What follows belongs to an exercise in optimizing a design on an open flow for small area and a short achievable clock period; a production flow would make more cautious choices. Only the layout flow was run in this run; the RTL was not checked for function there. Power and IR drop assume default switching activity.

===== flow/design.v =====
module fa (
    input  logic a, b, c,
    output logic s, co
);
    assign s  = a ^ b ^ c;
    assign co = (a & b) | (a & c) | (b & c);
endmodule
module ha (
    input  logic a, b,
    output logic s, co
);
    assign s  = a ^ b;
    assign co = a & b;
endmodule
module mFU (
    input  logic [7:0]  a, b,
    input  logic        s_2, s_4, s_8, s_24, s_48, s_248,
    input  logic [15:0] acc,
    input  logic [2:0]  accc,
    output logic [2:0]  sumc,
    output logic [15:0] sum
);
    wire p0_0 = ((s_48&(a[0]&b[0])))|(s_2&((~a[1]&a[0]&~b[1]&b[0])|(~a[1]&a[0]&b[1]&b[0])|(a[1]&a[0]&~b[1]&b[0])|(a[1]&a[0]&b[1]&b[0])));
    wire p0_1 = ((s_4&(a[4]&b[4])))|(s_2&((~a[3]&a[2]&~b[3]&b[2])|(~a[3]&a[2]&b[3]&b[2])|(a[3]&a[2]&~b[3]&b[2])|(a[3]&a[2]&b[3]&b[2])));
    wire p0_2 = (s_2&((~a[5]&a[4]&~b[5]&b[4])|(~a[5]&a[4]&b[5]&b[4])|(a[5]&a[4]&~b[5]&b[4])|(a[5]&a[4]&b[5]&b[4])));
    wire p0_3 = (s_2&((~a[7]&a[6]&~b[7]&b[6])|(~a[7]&a[6]&b[7]&b[6])|(a[7]&a[6]&~b[7]&b[6])|(a[7]&a[6]&b[7]&b[6])));
    wire p0_4 = acc[0];
    wire p1_0 = ((s_48&(a[0]&b[1])))|(s_2&((~a[1]&~a[0]&~b[1]&~b[0])|(~a[1]&~a[0]&~b[1]&b[0])|(~a[1]&~a[0]&b[1]&~b[0])|(~a[1]&~a[0]&b[1]&b[0])|(~a[1]&a[0]&~b[1]&~b[0])|(~a[1]&a[0]&~b[1]&b[0])|(a[1]&~a[0]&~b[1]&~b[0])|(a[1]&~a[0]&b[1]&~b[0])|(a[1]&a[0]&~b[1]&~b[0])|(a[1]&a[0]&b[1]&b[0])));
    wire p1_1 = ((s_48&(a[1]&b[0])))|(s_2&((~a[3]&~a[2]&~b[3]&~b[2])|(~a[3]&~a[2]&~b[3]&b[2])|(~a[3]&~a[2]&b[3]&~b[2])|(~a[3]&~a[2]&b[3]&b[2])|(~a[3]&a[2]&~b[3]&~b[2])|(~a[3]&a[2]&~b[3]&b[2])|(a[3]&~a[2]&~b[3]&~b[2])|(a[3]&~a[2]&b[3]&~b[2])|(a[3]&a[2]&~b[3]&~b[2])|(a[3]&a[2]&b[3]&b[2])));
    wire p1_2 = ((s_4&(a[4]&b[5])))|(s_2&((~a[5]&~a[4]&~b[5]&~b[4])|(~a[5]&~a[4]&~b[5]&b[4])|(~a[5]&~a[4]&b[5]&~b[4])|(~a[5]&~a[4]&b[5]&b[4])|(~a[5]&a[4]&~b[5]&~b[4])|(~a[5]&a[4]&~b[5]&b[4])|(a[5]&~a[4]&~b[5]&~b[4])|(a[5]&~a[4]&b[5]&~b[4])|(a[5]&a[4]&~b[5]&~b[4])|(a[5]&a[4]&b[5]&b[4])));
    wire p1_3 = ((s_4&(a[5]&b[4])))|(s_2&((~a[7]&~a[6]&~b[7]&~b[6])|(~a[7]&~a[6]&~b[7]&b[6])|(~a[7]&~a[6]&b[7]&~b[6])|(~a[7]&~a[6]&b[7]&b[6])|(~a[7]&a[6]&~b[7]&~b[6])|(~a[7]&a[6]&~b[7]&b[6])|(a[7]&~a[6]&~b[7]&~b[6])|(a[7]&~a[6]&b[7]&~b[6])|(a[7]&a[6]&~b[7]&~b[6])|(a[7]&a[6]&b[7]&b[6])));
    wire p1_4 = acc[1];
    wire p2_0 = ((s_48&(a[0]&b[2])))|(s_2&((a[1]&~a[0]&b[1]&~b[0])|(a[1]&~a[0]&b[1]&b[0])|(a[1]&a[0]&b[1]&~b[0])));
    wire p2_1 = ((s_48&(a[1]&b[1])))|(s_2&((a[3]&~a[2]&b[3]&~b[2])|(a[3]&~a[2]&b[3]&b[2])|(a[3]&a[2]&b[3]&~b[2])));
    wire p2_2 = ((s_48&(a[2]&b[0])))|(s_2&((a[5]&~a[4]&b[5]&~b[4])|(a[5]&~a[4]&b[5]&b[4])|(a[5]&a[4]&b[5]&~b[4])));
    wire p2_3 = ((s_4&(a[4]&b[6])))|(s_2&((a[7]&~a[6]&b[7]&~b[6])|(a[7]&~a[6]&b[7]&b[6])|(a[7]&a[6]&b[7]&~b[6])));
    wire p2_4 = ((s_4&(a[5]&b[5])));
    wire p2_5 = ((s_4&(a[6]&b[4])));
    wire p2_6 = acc[2];
    wire p3_0 = ((s_8&(a[0]&b[3]))|(s_4&~(a[0]&b[3])))|(s_2);
    wire p3_1 = ((s_48&(a[1]&b[2])));
    wire p3_2 = ((s_48&(a[2]&b[1])));
    wire p3_3 = ((s_8&(a[3]&b[0]))|(s_4&~(a[3]&b[0])));
    wire p3_4 = ((s_4&~(a[4]&b[7])));
    wire p3_5 = ((s_4&(a[5]&b[6])));
    wire p3_6 = ((s_4&(a[6]&b[5])));
    wire p3_7 = ((s_4&~(a[7]&b[4])));
    wire p3_8 = acc[3];
    wire p4_0 = ((s_8&(a[1]&b[3]))|(s_4&~(a[1]&b[3])))|(s_2);
    wire p4_1 = ((s_48&(a[2]&b[2])));
    wire p4_2 = ((s_8&(a[3]&b[1]))|(s_4&~(a[3]&b[1])));
    wire p4_3 = ((s_8&(a[0]&b[4])))|((s_4&~(a[5]&b[7])));
    wire p4_4 = ((s_8&(a[4]&b[0])))|((s_4&(a[6]&b[6])));
    wire p4_5 = ((s_4&~(a[7]&b[5])));
    wire p4_6 = acc[4];
    wire p4_7 = accc[0];
    wire p5_0 = ((s_8&(a[2]&b[3]))|(s_4&~(a[2]&b[3])));
    wire p5_1 = ((s_8&(a[3]&b[2]))|(s_4&~(a[3]&b[2])));
    wire p5_2 = (s_24)|((s_8&(a[0]&b[5])));
    wire p5_3 = ((s_8&(a[1]&b[4])))|((s_4&~(a[6]&b[7])));
    wire p5_4 = ((s_8&(a[4]&b[1])))|((s_4&~(a[7]&b[6])));
    wire p5_5 = ((s_8&(a[5]&b[0])));
    wire p5_6 = acc[5];
    wire p6_0 = ((s_48&(a[3]&b[3])))|(s_2);
    wire p6_1 = ((s_8&(a[0]&b[6])))|((s_4&(a[7]&b[7])));
    wire p6_2 = ((s_8&(a[1]&b[5])));
    wire p6_3 = ((s_8&(a[2]&b[4])));
    wire p6_4 = ((s_8&(a[4]&b[2])));
    wire p6_5 = ((s_8&(a[5]&b[1])));
    wire p6_6 = ((s_8&(a[6]&b[0])));
    wire p6_7 = acc[6];
    wire p7_0 = ((s_8&~(a[0]&b[7])))|(s_2);
    wire p7_1 = ((s_8&(a[1]&b[6])));
    wire p7_2 = ((s_8&(a[2]&b[5])));
    wire p7_3 = ((s_8&(a[3]&b[4])));
    wire p7_4 = ((s_8&(a[4]&b[3])));
    wire p7_5 = ((s_8&(a[5]&b[2])));
    wire p7_6 = ((s_8&(a[6]&b[1])));
    wire p7_7 = ((s_8&~(a[7]&b[0])));
    wire p7_8 = acc[7];
    wire p8_0 = (s_248);
    wire p8_1 = ((s_8&~(a[1]&b[7])));
    wire p8_2 = ((s_8&(a[2]&b[6])));
    wire p8_3 = ((s_8&(a[3]&b[5])));
    wire p8_4 = ((s_8&(a[4]&b[4])));
    wire p8_5 = ((s_8&(a[5]&b[3])));
    wire p8_6 = ((s_8&(a[6]&b[2])));
    wire p8_7 = ((s_8&~(a[7]&b[1])));
    wire p8_8 = acc[8];
    wire p8_9 = accc[1];
    wire p9_0 = (s_24)|((s_8&~(a[2]&b[7])));
    wire p9_1 = ((s_8&(a[3]&b[6])));
    wire p9_2 = ((s_8&(a[4]&b[5])));
    wire p9_3 = ((s_8&(a[5]&b[4])));
    wire p9_4 = ((s_8&(a[6]&b[3])));
    wire p9_5 = ((s_8&~(a[7]&b[2])));
    wire p9_6 = acc[9];
    wire p10_0 = (s_24)|((s_8&~(a[3]&b[7])));
    wire p10_1 = ((s_8&(a[4]&b[6])));
    wire p10_2 = ((s_8&(a[5]&b[5])));
    wire p10_3 = ((s_8&(a[6]&b[4])));
    wire p10_4 = ((s_8&~(a[7]&b[3])));
    wire p10_5 = acc[10];
    wire p11_0 = (s_24)|((s_8&~(a[4]&b[7])));
    wire p11_1 = ((s_8&(a[5]&b[6])));
    wire p11_2 = ((s_8&(a[6]&b[5])));
    wire p11_3 = ((s_8&~(a[7]&b[4])));
    wire p11_4 = acc[11];
    wire p12_0 = (s_24)|((s_8&~(a[5]&b[7])));
    wire p12_1 = ((s_8&(a[6]&b[6])));
    wire p12_2 = ((s_8&~(a[7]&b[5])));
    wire p12_3 = acc[12];
    wire p12_4 = accc[2];
    wire p13_0 = (s_24)|((s_8&~(a[6]&b[7])));
    wire p13_1 = ((s_8&~(a[7]&b[6])));
    wire p13_2 = acc[13];
    wire p14_0 = (s_24)|((s_8&(a[7]&b[7])));
    wire p14_1 = acc[14];
    wire p15_0 = (s_248);
    wire p15_1 = acc[15];
    wire s0, c0;
    ha us0 (.a(p8_8), .b(p8_9), .s(s0), .co(c0));
    wire s1, c1;
    ha us1 (.a(p2_6), .b(p2_4), .s(s1), .co(c1));
    wire s2, c2;
    fa us2 (.a(p3_8), .b(p3_1), .c(p3_2), .s(s2), .co(c2));
    wire s3, c3;
    fa us3 (.a(p3_3), .b(p3_4), .c(p3_5), .s(s3), .co(c3));
    wire s4, c4;
    fa us4 (.a(p4_6), .b(p4_7), .c(p4_1), .s(s4), .co(c4));
    wire s5, c5;
    fa us5 (.a(p4_2), .b(p4_5), .c(p4_0), .s(s5), .co(c5));
    wire s6, c6;
    fa us6 (.a(p5_6), .b(p5_0), .c(p5_1), .s(s6), .co(c6));
    wire s7, c7;
    ha us7 (.a(p5_5), .b(p5_2), .s(s7), .co(c7));
    wire s8, c8;
    fa us8 (.a(p6_7), .b(p6_2), .c(p6_3), .s(s8), .co(c8));
    wire s9, c9;
    fa us9 (.a(p6_4), .b(p6_5), .c(p6_6), .s(s9), .co(c9));
    wire s10, c10;
    fa us10 (.a(p7_8), .b(p7_1), .c(p7_2), .s(s10), .co(c10));
    wire s11, c11;
    fa us11 (.a(p7_3), .b(p7_4), .c(p7_5), .s(s11), .co(c11));
    wire s12, c12;
    ha us12 (.a(p7_6), .b(p7_7), .s(s12), .co(c12));
    wire s13, c13;
    fa us13 (.a(p8_0), .b(s0), .c(p8_1), .s(s13), .co(c13));
    wire s14, c14;
    fa us14 (.a(p8_2), .b(p8_3), .c(p8_4), .s(s14), .co(c14));
    wire s15, c15;
    fa us15 (.a(p8_5), .b(p8_6), .c(p8_7), .s(s15), .co(c15));
    wire s16, c16;
    fa us16 (.a(p9_6), .b(c0), .c(p9_1), .s(s16), .co(c16));
    wire s17, c17;
    fa us17 (.a(p9_2), .b(p9_3), .c(p9_4), .s(s17), .co(c17));
    wire s18, c18;
    ha us18 (.a(p9_5), .b(p9_0), .s(s18), .co(c18));
    wire s19, c19;
    fa us19 (.a(p10_5), .b(p10_1), .c(p10_2), .s(s19), .co(c19));
    wire s20, c20;
    ha us20 (.a(p10_3), .b(p10_4), .s(s20), .co(c20));
    wire s21, c21;
    ha us21 (.a(p11_4), .b(p11_1), .s(s21), .co(c21));
    wire s22, c22;
    ha us22 (.a(p0_4), .b(p0_2), .s(s22), .co(c22));
    wire s23, c23;
    fa us23 (.a(p1_4), .b(p1_0), .c(p1_1), .s(s23), .co(c23));
    wire s24, c24;
    fa us24 (.a(p2_5), .b(p2_0), .c(p2_1), .s(s24), .co(c24));
    wire s25, c25;
    ha us25 (.a(p2_2), .b(p2_3), .s(s25), .co(c25));
    wire s26, c26;
    fa us26 (.a(p3_6), .b(p3_7), .c(p3_0), .s(s26), .co(c26));
    wire s27, c27;
    fa us27 (.a(c1), .b(s2), .c(s3), .s(s27), .co(c27));
    wire s28, c28;
    fa us28 (.a(p4_3), .b(p4_4), .c(c2), .s(s28), .co(c28));
    wire s29, c29;
    fa us29 (.a(c3), .b(s4), .c(s5), .s(s29), .co(c29));
    wire s30, c30;
    fa us30 (.a(p5_3), .b(p5_4), .c(c4), .s(s30), .co(c30));
    wire s31, c31;
    fa us31 (.a(s6), .b(s7), .c(c5), .s(s31), .co(c31));
    wire s32, c32;
    fa us32 (.a(p6_0), .b(p6_1), .c(c6), .s(s32), .co(c32));
    wire s33, c33;
    fa us33 (.a(c7), .b(s8), .c(s9), .s(s33), .co(c33));
    wire s34, c34;
    fa us34 (.a(p7_0), .b(s12), .c(c8), .s(s34), .co(c34));
    wire s35, c35;
    fa us35 (.a(c9), .b(s10), .c(s11), .s(s35), .co(c35));
    wire s36, c36;
    fa us36 (.a(c12), .b(c10), .c(c11), .s(s36), .co(c36));
    wire s37, c37;
    fa us37 (.a(s13), .b(s14), .c(s15), .s(s37), .co(c37));
    wire s38, c38;
    fa us38 (.a(c13), .b(c14), .c(c15), .s(s38), .co(c38));
    wire s39, c39;
    fa us39 (.a(s16), .b(s17), .c(s18), .s(s39), .co(c39));
    wire s40, c40;
    fa us40 (.a(p10_0), .b(s20), .c(c16), .s(s40), .co(c40));
    wire s41, c41;
    fa us41 (.a(c17), .b(c18), .c(s19), .s(s41), .co(c41));
    wire s42, c42;
    fa us42 (.a(p11_2), .b(p11_3), .c(p11_0), .s(s42), .co(c42));
    wire s43, c43;
    fa us43 (.a(c20), .b(s21), .c(c19), .s(s43), .co(c43));
    wire s44, c44;
    fa us44 (.a(p12_3), .b(p12_4), .c(p12_1), .s(s44), .co(c44));
    wire s45, c45;
    fa us45 (.a(p12_2), .b(p12_0), .c(c21), .s(s45), .co(c45));
    wire s46, c46;
    ha us46 (.a(p13_2), .b(p13_1), .s(s46), .co(c46));
    wire s47, c47;
    ha us47 (.a(p0_3), .b(p0_0), .s(s47), .co(c47));
    wire s48, c48;
    fa us48 (.a(p1_2), .b(p1_3), .c(c22), .s(s48), .co(c48));
    wire s49, c49;
    fa us49 (.a(s1), .b(s25), .c(c23), .s(s49), .co(c49));
    wire s50, c50;
    fa us50 (.a(c25), .b(c24), .c(s26), .s(s50), .co(c50));
    wire s51, c51;
    fa us51 (.a(c26), .b(c27), .c(s28), .s(s51), .co(c51));
    wire s52, c52;
    fa us52 (.a(c28), .b(s30), .c(c29), .s(s52), .co(c52));
    wire s53, c53;
    fa us53 (.a(c30), .b(s32), .c(s33), .s(s53), .co(c53));
    wire s54, c54;
    fa us54 (.a(c32), .b(c33), .c(s34), .s(s54), .co(c54));
    wire s55, c55;
    fa us55 (.a(c34), .b(c35), .c(s36), .s(s55), .co(c55));
    wire s56, c56;
    fa us56 (.a(c36), .b(c37), .c(s38), .s(s56), .co(c56));
    wire s57, c57;
    fa us57 (.a(c38), .b(c39), .c(s40), .s(s57), .co(c57));
    wire s58, c58;
    fa us58 (.a(s42), .b(c40), .c(c41), .s(s58), .co(c58));
    wire s59, c59;
    fa us59 (.a(s44), .b(c42), .c(s45), .s(s59), .co(c59));
    wire s60, c60;
    fa us60 (.a(p13_0), .b(s46), .c(c44), .s(s60), .co(c60));
    wire s61, c61;
    ha us61 (.a(p14_1), .b(p14_0), .s(s61), .co(c61));
    wire s62, c62;
    ha us62 (.a(p0_1), .b(s22), .s(s62), .co(c62));
    wire s63, c63;
    fa us63 (.a(c47), .b(s23), .c(s48), .s(s63), .co(c63));
    wire s64, c64;
    fa us64 (.a(s24), .b(c48), .c(s49), .s(s64), .co(c64));
    wire s65, c65;
    fa us65 (.a(s27), .b(c49), .c(s50), .s(s65), .co(c65));
    wire s66, c66;
    fa us66 (.a(c50), .b(s29), .c(s51), .s(s66), .co(c66));
    wire s67, c67;
    fa us67 (.a(s31), .b(c51), .c(s52), .s(s67), .co(c67));
    wire s68, c68;
    fa us68 (.a(c31), .b(s53), .c(c52), .s(s68), .co(c68));
    wire s69, c69;
    fa us69 (.a(s35), .b(c53), .c(s54), .s(s69), .co(c69));
    wire s70, c70;
    fa us70 (.a(s37), .b(c54), .c(s55), .s(s70), .co(c70));
    wire s71, c71;
    fa us71 (.a(s39), .b(c55), .c(s56), .s(s71), .co(c71));
    wire s72, c72;
    fa us72 (.a(s41), .b(c56), .c(s57), .s(s72), .co(c72));
    wire s73, c73;
    fa us73 (.a(s43), .b(c57), .c(s58), .s(s73), .co(c73));
    wire s74, c74;
    fa us74 (.a(c43), .b(s59), .c(c58), .s(s74), .co(c74));
    wire s75, c75;
    fa us75 (.a(c45), .b(s60), .c(c59), .s(s75), .co(c75));
    wire s76, c76;
    fa us76 (.a(c46), .b(s61), .c(c60), .s(s76), .co(c76));
    wire s77, c77;
    fa us77 (.a(p15_1), .b(p15_0), .c(c61), .s(s77), .co(c77));
    wire [15:0] x = {s77, s76, s75, c73, c72, c71, c70, c69, s69, c67, c66, c65, c64, c63, c62, s47};
    wire [15:0] y = {c76, c75, c74, s74, s73, s72, s71, s70, c68, s68, s67, s66, s65, s64, s63, s62};
    assign {sumc[0], sum[3:0]} = {1'b0, x[3:0]} + {1'b0, y[3:0]};
    assign {sumc[1], sum[7:4]} = {1'b0, x[7:4]} + {1'b0, y[7:4]};
    assign {sumc[2], sum[11:8]} = {1'b0, x[11:8]} + {1'b0, y[11:8]};
    assign sum[15:12] = x[15:12] + y[15:12];
endmodule
module pe (
    input  logic        i_clk, i_nrst,
    input  logic        i_reg_clear, i_pe_en, i_psum_out_en,
    input  logic [1:0]  i_mode,
    input  logic [7:0]  i_ifmap, i_weight,
    output logic [7:0]  o_weight,
    output logic [15:0] o_ofmap
);
    logic [7:0]  w_q, a_q;
    logic [15:0] acc_q, out_q, sum;
    logic [2:0]  accc_q, outc_q, sumc;
    logic        s_2, s_4, s_8, s_24, s_48, s_248;
    wire go = i_pe_en & ~i_reg_clear & ~i_psum_out_en & (|i_ifmap);
    wire d8 = go & (i_mode == 2'b00);
    wire d4 = go & (i_mode == 2'b01);
    wire d2 = go & (i_mode == 2'b10);
    wire clr_acc = i_reg_clear & ~i_psum_out_en;
    always_ff @(posedge i_clk or negedge i_nrst) begin
        if (~i_nrst) begin
            w_q   <= 8'd0;
            acc_q <= 16'd0;
            out_q <= 16'd0;
            accc_q <= '0;
            outc_q <= '0;
            s_2 <= 1'b0;
            s_4 <= 1'b0;
            s_8 <= 1'b0;
            s_24 <= 1'b0;
            s_48 <= 1'b0;
            s_248 <= 1'b0;
        end else begin
            if (i_reg_clear)      w_q <= 8'd0;
            else if (i_pe_en)     w_q <= i_weight;
            s_2 <= d2;
            s_4 <= d4;
            s_8 <= d8;
            s_24 <= d2 | d4;
            s_48 <= d4 | d8;
            s_248 <= d2 | d4 | d8;
            acc_q <= clr_acc ? 16'd0 : sum;
            accc_q <= clr_acc ? '0 : sumc;
            if (i_psum_out_en) begin
                out_q <= sum;
                outc_q <= sumc;
            end else if (i_reg_clear) begin
                out_q <= 16'd0;
                outc_q <= '0;
            end
        end
    end
    always_ff @(posedge i_clk) a_q <= i_ifmap;
    mFU mfu (.a(a_q), .b(w_q), .s_2(s_2), .s_4(s_4), .s_8(s_8), .s_24(s_24), .s_48(s_48), .s_248(s_248), .acc(acc_q), .accc(accc_q), .sumc(sumc), .sum(sum));
    assign o_weight = w_q;
    assign o_ofmap  = out_q + {12'd0, outc_q[0], 4'd0} + {8'd0, outc_q[1], 8'd0} + {4'd0, outc_q[2], 12'd0};
endmodule
module systolic_array #(
    parameter int HEIGHT = 8
) (
    input  logic                         i_clk, i_nrst, i_reg_clear, i_pe_en, i_psum_out_en,
    input  logic [1:0]                   i_mode,
    input  logic [0:HEIGHT-1][7:0]       i_ifmap,
    input  logic [7:0]                   i_weight,
    output logic [0:HEIGHT-1][15:0]      o_ofmap
);
    logic [0:HEIGHT][7:0] wchain;
    assign wchain[0] = i_weight;
    genvar r;
    generate
        for (r = 0; r < HEIGHT; r++) begin : y_axis
            pe pe_inst (
                .i_clk(i_clk), .i_nrst(i_nrst),
                .i_reg_clear(i_reg_clear), .i_pe_en(i_pe_en), .i_psum_out_en(i_psum_out_en),
                .i_mode(i_mode),
                .i_ifmap(i_ifmap[r]), .i_weight(wchain[r]),
                .o_weight(wchain[r+1]), .o_ofmap(o_ofmap[r])
            );
        end
    endgenerate
endmodule
module systolic_top (
    input  logic         i_clk,
    input  logic         i_nrst,
    input  logic         i_reg_clear,
    input  logic         i_pe_en,
    input  logic         i_psum_out_en,
    input  logic [1:0]   i_mode,
    input  logic [63:0]  i_ifmap,    
    input  logic [7:0]   i_weight,
    output logic [127:0] o_ofmap     
);
    systolic_array #(.HEIGHT(8)) systolic_array_inst (
        .i_clk(i_clk), .i_nrst(i_nrst), .i_mode(i_mode),
        .i_reg_clear(i_reg_clear), .i_pe_en(i_pe_en), .i_psum_out_en(i_psum_out_en),
        .i_ifmap(i_ifmap), .i_weight(i_weight), .o_ofmap(o_ofmap)
    );
endmodule

===== flow/run.sh =====
#!/bin/bash
# synth_recipe.tcl (not shown) runs the flow's synth.tcl, then flattens the netlist and writes it again
# the make line also repeats each setting of config.mk as NAME=value (left out here)
make -C /OpenROAD-flow-scripts/flow DESIGN_CONFIG=/design/flow/config.mk WORK_HOME=/design/flow/orfs CLKGATE_MAP_FILE= SYNTH_SCRIPT=/design/flow/synth_recipe.tcl finish

===== flow/config.mk =====
export PLATFORM = sky130hd
export DESIGN_NAME = systolic_top
export DESIGN_NICKNAME = systolic_top
export VERILOG_FILES = /design/flow/design.v
export SDC_FILE = /design/flow/constraint.sdc
export NUM_CORES = 4
export LEC_CHECK = 0
export CAP_MARGIN = 20
export CORE_MARGIN = 2
export CORE_UTILIZATION = 40
export SLEW_MARGIN = 20

===== flow/constraint.sdc =====
create_clock -name core_clock -period 10.0 [get_ports {i_clk}]
set_input_delay 2.0000 -clock core_clock [delete_from_list [all_inputs] [get_ports {i_clk}]]
set_output_delay 2.0000 -clock core_clock [all_outputs]
set_load 0.01 [all_outputs]

==> summary.md <==
| Metric | Value |
|---|---|
| Row cnt | `118` |
| Initial antenna violation count | `5` |
| Clock power share | `29.4%` |
| PortBufs | `206` |
| Clock root buffer | `clkbuf_16` |
| Actual slew at the worst max-slew pin | `1.18 ns` |
| Seq/Total Area, Yosys | `28.0%` |
| Critical path startpoint | `systolic_array_inst.y_axis[7].pe_inst.out_q[4]` |
| Top_reg_cell synth | `dfrtp_1` |
| Layout Nets | `5,138` |
| Syn nets | `5,175` |
| Pin count of the biggest net entering global routing | `164` |
| Gr usage total | `21.2%` |
| CP required | `8.00 ns` |
| Net Switching | `0.00277 W` |
| DRC | `0` |
| Sw Share | `35.7%` |
| 1st-iter DRT viols | `1,898` |
| Crit Path Class | `reg2out` |
| Cells after Synth | `4,296` |
| Combinational Power Share | `35.6%` |
| Clock skew | `0.0233 ns` |
| Gp weighted congestion | `0.848` |
| Yosys reg bits | `480` |
| Die height | `327 microns` |
| Synth Cell Area | `41,800 sq um` |
| Reg-to-Reg End | `systolic_array_inst.y_axis[0].pe_inst.outc_q[2]` |
| Flop2flop setup slack | `5.43 ns` |
| Vias | `29,600` |
| Commonest non-fill, non-tap cells in the layout | `inv_1, fa_1, dfrtp_1` |
| Number of global-route vias before repair | `30,900` |
| CP endpoint kind | `primary output` |
| Final min period | `5.22 ns` |
| Worst r2r src | `systolic_array_inst.y_axis[0].pe_inst.s_8` |
| Post-DP HPWL | `80,100 microns` |
| CTS Buf Count | `58` |
| Setup-failing EPs final | `0` |
| First-pass GRT wire length | `179,000 microns` |
| Post-synth EDFFs | `0` |
| CTS HTree Levels | `2` |
| Layout cells sized above 1 | `3.50%` |
| P_leak | `23.3 nW` |
| Via density | `5.21` |
| Tightest Hold Check Type | `reg2reg` |
| WP data arrival | `3.22 ns` |
| Setup TNS | `0 ns` |
| Async SR Flop Fraction | `86.7%` |
| Final Cycle Share | `52.2%` |
| Most common cell after layout, fill and taps aside | `inv_1` |
| Syn avg cell area | `9.72 sq um` |
| Routed WL | `110,000 microns` |
| Fmax | `191 MHz` |
| Yosys top cell area share | `26.1%` |
| PD cells | `167 nW/um^2` |
| Clk slew on worst S/H paths | `0.06 ns` |
| Avg WL per Cell | `19.2 microns` |
| Sink Count | `480` |
| Die width | `327 microns` |
| MaxCap Viol Count | `0` |
| Int Pwr | `0.00499 W` |
| Synth area leaders | `fa_1, dfrtp_1, ha_1` |
| Critical Path End | `o_ofmap[14]` |
| Layout area overhead | `11.2%` |
| Overall power | `0.00776 W` |
| Clock Latency Late Sink | `0.67 ns` |
| Fin. max-slew vios | `0` |
| Gates resized, CTS repair | `0` |
| Status | `no timing/DRC/antenna violations` |
| Maximum VDD drop | `0.139 mV` |
| CTS tree | `yes` |
| Cts hold-fix bufs | `0` |
| Unrepaired setup endpoints after global routing | `no` |
| Overflow after GRT | `0` |
| Final Hold Vio Count | `0` |
| Starting Density | `40.3%` |
| Boundary Pins | `207` |
| DRT Pass-1 Iters | `5` |
| Synth cell types | `46` |
| Startpoint types | `flop` |
| Core Box Area | `103,000 sq um` |
| Post-synth top area cell | `fa_1` |
| Clock Path Buffers | `3` |
| Final ANT Viol Nets | `0` |
| Cell depth of the worst flop-to-flop path | `14` |
| Setup bufs post-CTS | `0` |
| Seq pwr share | `35.0%` |
| YS warnings | `1` |
| Total Die Area | `107,000 sq um` |
| Worst rel slew slack | `21.4%` |
| Critical path peak fanout | `3` |
worst max-delay path, cell delays in order (launching register included):
cell             delay, ns
dfrtp_1               0.39
ha_1                  0.26
ha_1                  0.26
a41oi_1               0.47
nor2_1                0.07
o21ai_0               0.22
xnor2_1               0.28
clkdlybuf4s50_1       0.63
cell type report:
class | instances | area (sq um)
fill | 9901 | 57100
clock inverter | 27 | 295
sequential | 480 | 11700
timing repair buffer | 222 | 2210
antenna | 1 | 2.50
tap | 1380 | 1730
clock buffer | 83 | 1790
multi-input combinational | 2784 | 26000
inverter | 713 | 2680
layer usage:
metal / GRT usage [%] / wire length (microns) / vias up
li1: - / - / 13600
met1: 30.1 / 49300 / 15100
met2: 34.5 / 52100 / 757
met3: 2.94 / 6010 / 132
met4: 4.38 / 2060 / 0
met5: 0 / 0 / -
state kept, by name, summed over array words and instances (netlist names):
name                                       count
systolic_array_inst.y_axis.pe_inst.a_q        64
systolic_array_inst.y_axis.pe_inst.acc_q     128
systolic_array_inst.y_axis.pe_inst.accc_q     24
systolic_array_inst.y_axis.pe_inst.out_q     128
systolic_array_inst.y_axis.pe_inst.outc_q     24
systolic_array_inst.y_axis.pe_inst.s_2         8
systolic_array_inst.y_axis.pe_inst.s_24        8
systolic_array_inst.y_axis.pe_inst.s_248       8
systolic_array_inst.y_axis.pe_inst.s_4         8
systolic_array_inst.y_axis.pe_inst.s_48        8
systolic_array_inst.y_axis.pe_inst.s_8         8
systolic_array_inst.y_axis.pe_inst.w_q        64
through the flow:
step                setup slack, ns  cells  cell area, sq um  util, %  hold slack (ns)
floorplan                      5.79   4296             41800        -            0.451
global placement               5.21   5579             44400     42.9            0.464
detailed placement             5.14   5579             44400     42.9            0.470
CTS                            4.66   5689             46400     44.9            0.483
global route                   4.60   5690             46400     44.9            0.500
finish                         4.78   5690             46400     44.9            0.480
power groups by stage:
stage | sequential (W) | combinational (W) | clock, W
2_1_floorplan | 0.00258 | 0.00186 | 0
3_3_place_gp | 0.00274 | 0.00278 | 0
3_5_place_dp | 0.00275 | 0.00281 | 0
4_1_cts | 0.00271 | 0.00284 | 0.00234
5_1_grt | 0.00277 | 0.00316 | 0.00242
6_report | 0.00272 | 0.00277 | 0.00228
Yosys cell counts (21+ instances only):
cell type / n
a22o_1: 49
dfrtp_1: 416
a32oi_1: 27
a21o_1: 95
fa_1: 544
nand2_1: 387
nand4_1: 24
ha_1: 256
buf_4: 32
o21ai_0: 126
and2_1: 21
xor2_1: 73
xnor2_1: 105
clkbuf_1: 250
nand3_1: 198
buf_2: 27
dfxtp_1: 64
or4_1: 24
a21boi_0: 72
inv_1: 713
mux2i_1: 88
and3_1: 116
a21oi_1: 103
nor2_1: 224
a31oi_1: 51
nor2b_1: 72
kinds of logic after synthesis:
group / share of synthesized area, %
AND/OR/NAND/NOR: 12.5
buffers and inverters: 9.65
adder cells (fa/ha/maj): 33.8
AO/OA/AOI/OAI: 10.1
flip-flops: 28.0
XOR/XNOR: 3.73
multiplexers: 2.33
how the worst min path moves through the flow:
stage,start,endpoint,depth (start not counted)
6_report,systolic_array_inst.y_axis[5].pe_inst.out_q[1],systolic_array_inst.y_axis[5].pe_inst.out_q[1],2
5_1_grt,systolic_array_inst.y_axis[1].pe_inst.outc_q[1],systolic_array_inst.y_axis[1].pe_inst.outc_q[1],1
4_1_cts,systolic_array_inst.y_axis[4].pe_inst.out_q[2],systolic_array_inst.y_axis[4].pe_inst.out_q[2],2
3_5_place_dp,systolic_array_inst.y_axis[4].pe_inst.out_q[2],systolic_array_inst.y_axis[4].pe_inst.out_q[2],2
3_3_place_gp,systolic_array_inst.y_axis[4].pe_inst.outc_q[0],systolic_array_inst.y_axis[4].pe_inst.outc_q[0],1
2_1_floorplan,systolic_array_inst.y_axis[0].pe_inst.out_q[1],systolic_array_inst.y_axis[0].pe_inst.out_q[1],2

[separate check: timing with driven ports]
Ports are ideal in the flow. The routed layout listed here was re-timed in OpenROAD. Step 1 (the two cells are an assumption about what drives the block):
set clk [get_ports {i_clk}]
set_driving_cell -lib_cell sky130_fd_sc_hd__clkbuf_16 $clk
set_driving_cell -lib_cell sky130_fd_sc_hd__buf_2 [delete_from_list [all_inputs] $clk]
Step 2, shift: input delay + t, output delay - t, t = (earliest + latest rising clock arrival at the registers) / 2. This alone moves slack from input paths to output paths. Slacks: ideal ports / drivers / drivers and shift; pairs: ideal ports / drivers.
t, ns: 0.721
setup WS [ns]: 4.775 / 4.708 / 5.183
hold WS [ns]: 0.480 / 0.480 / 0.480
worst setup path at the end: input to register
worst slew at a driven data input, ns: 0.10
After both steps this run still meets setup and hold. For this run, drivers alone change the setup slack by -0.067 ns; drivers and shift together by +0.408 ns.
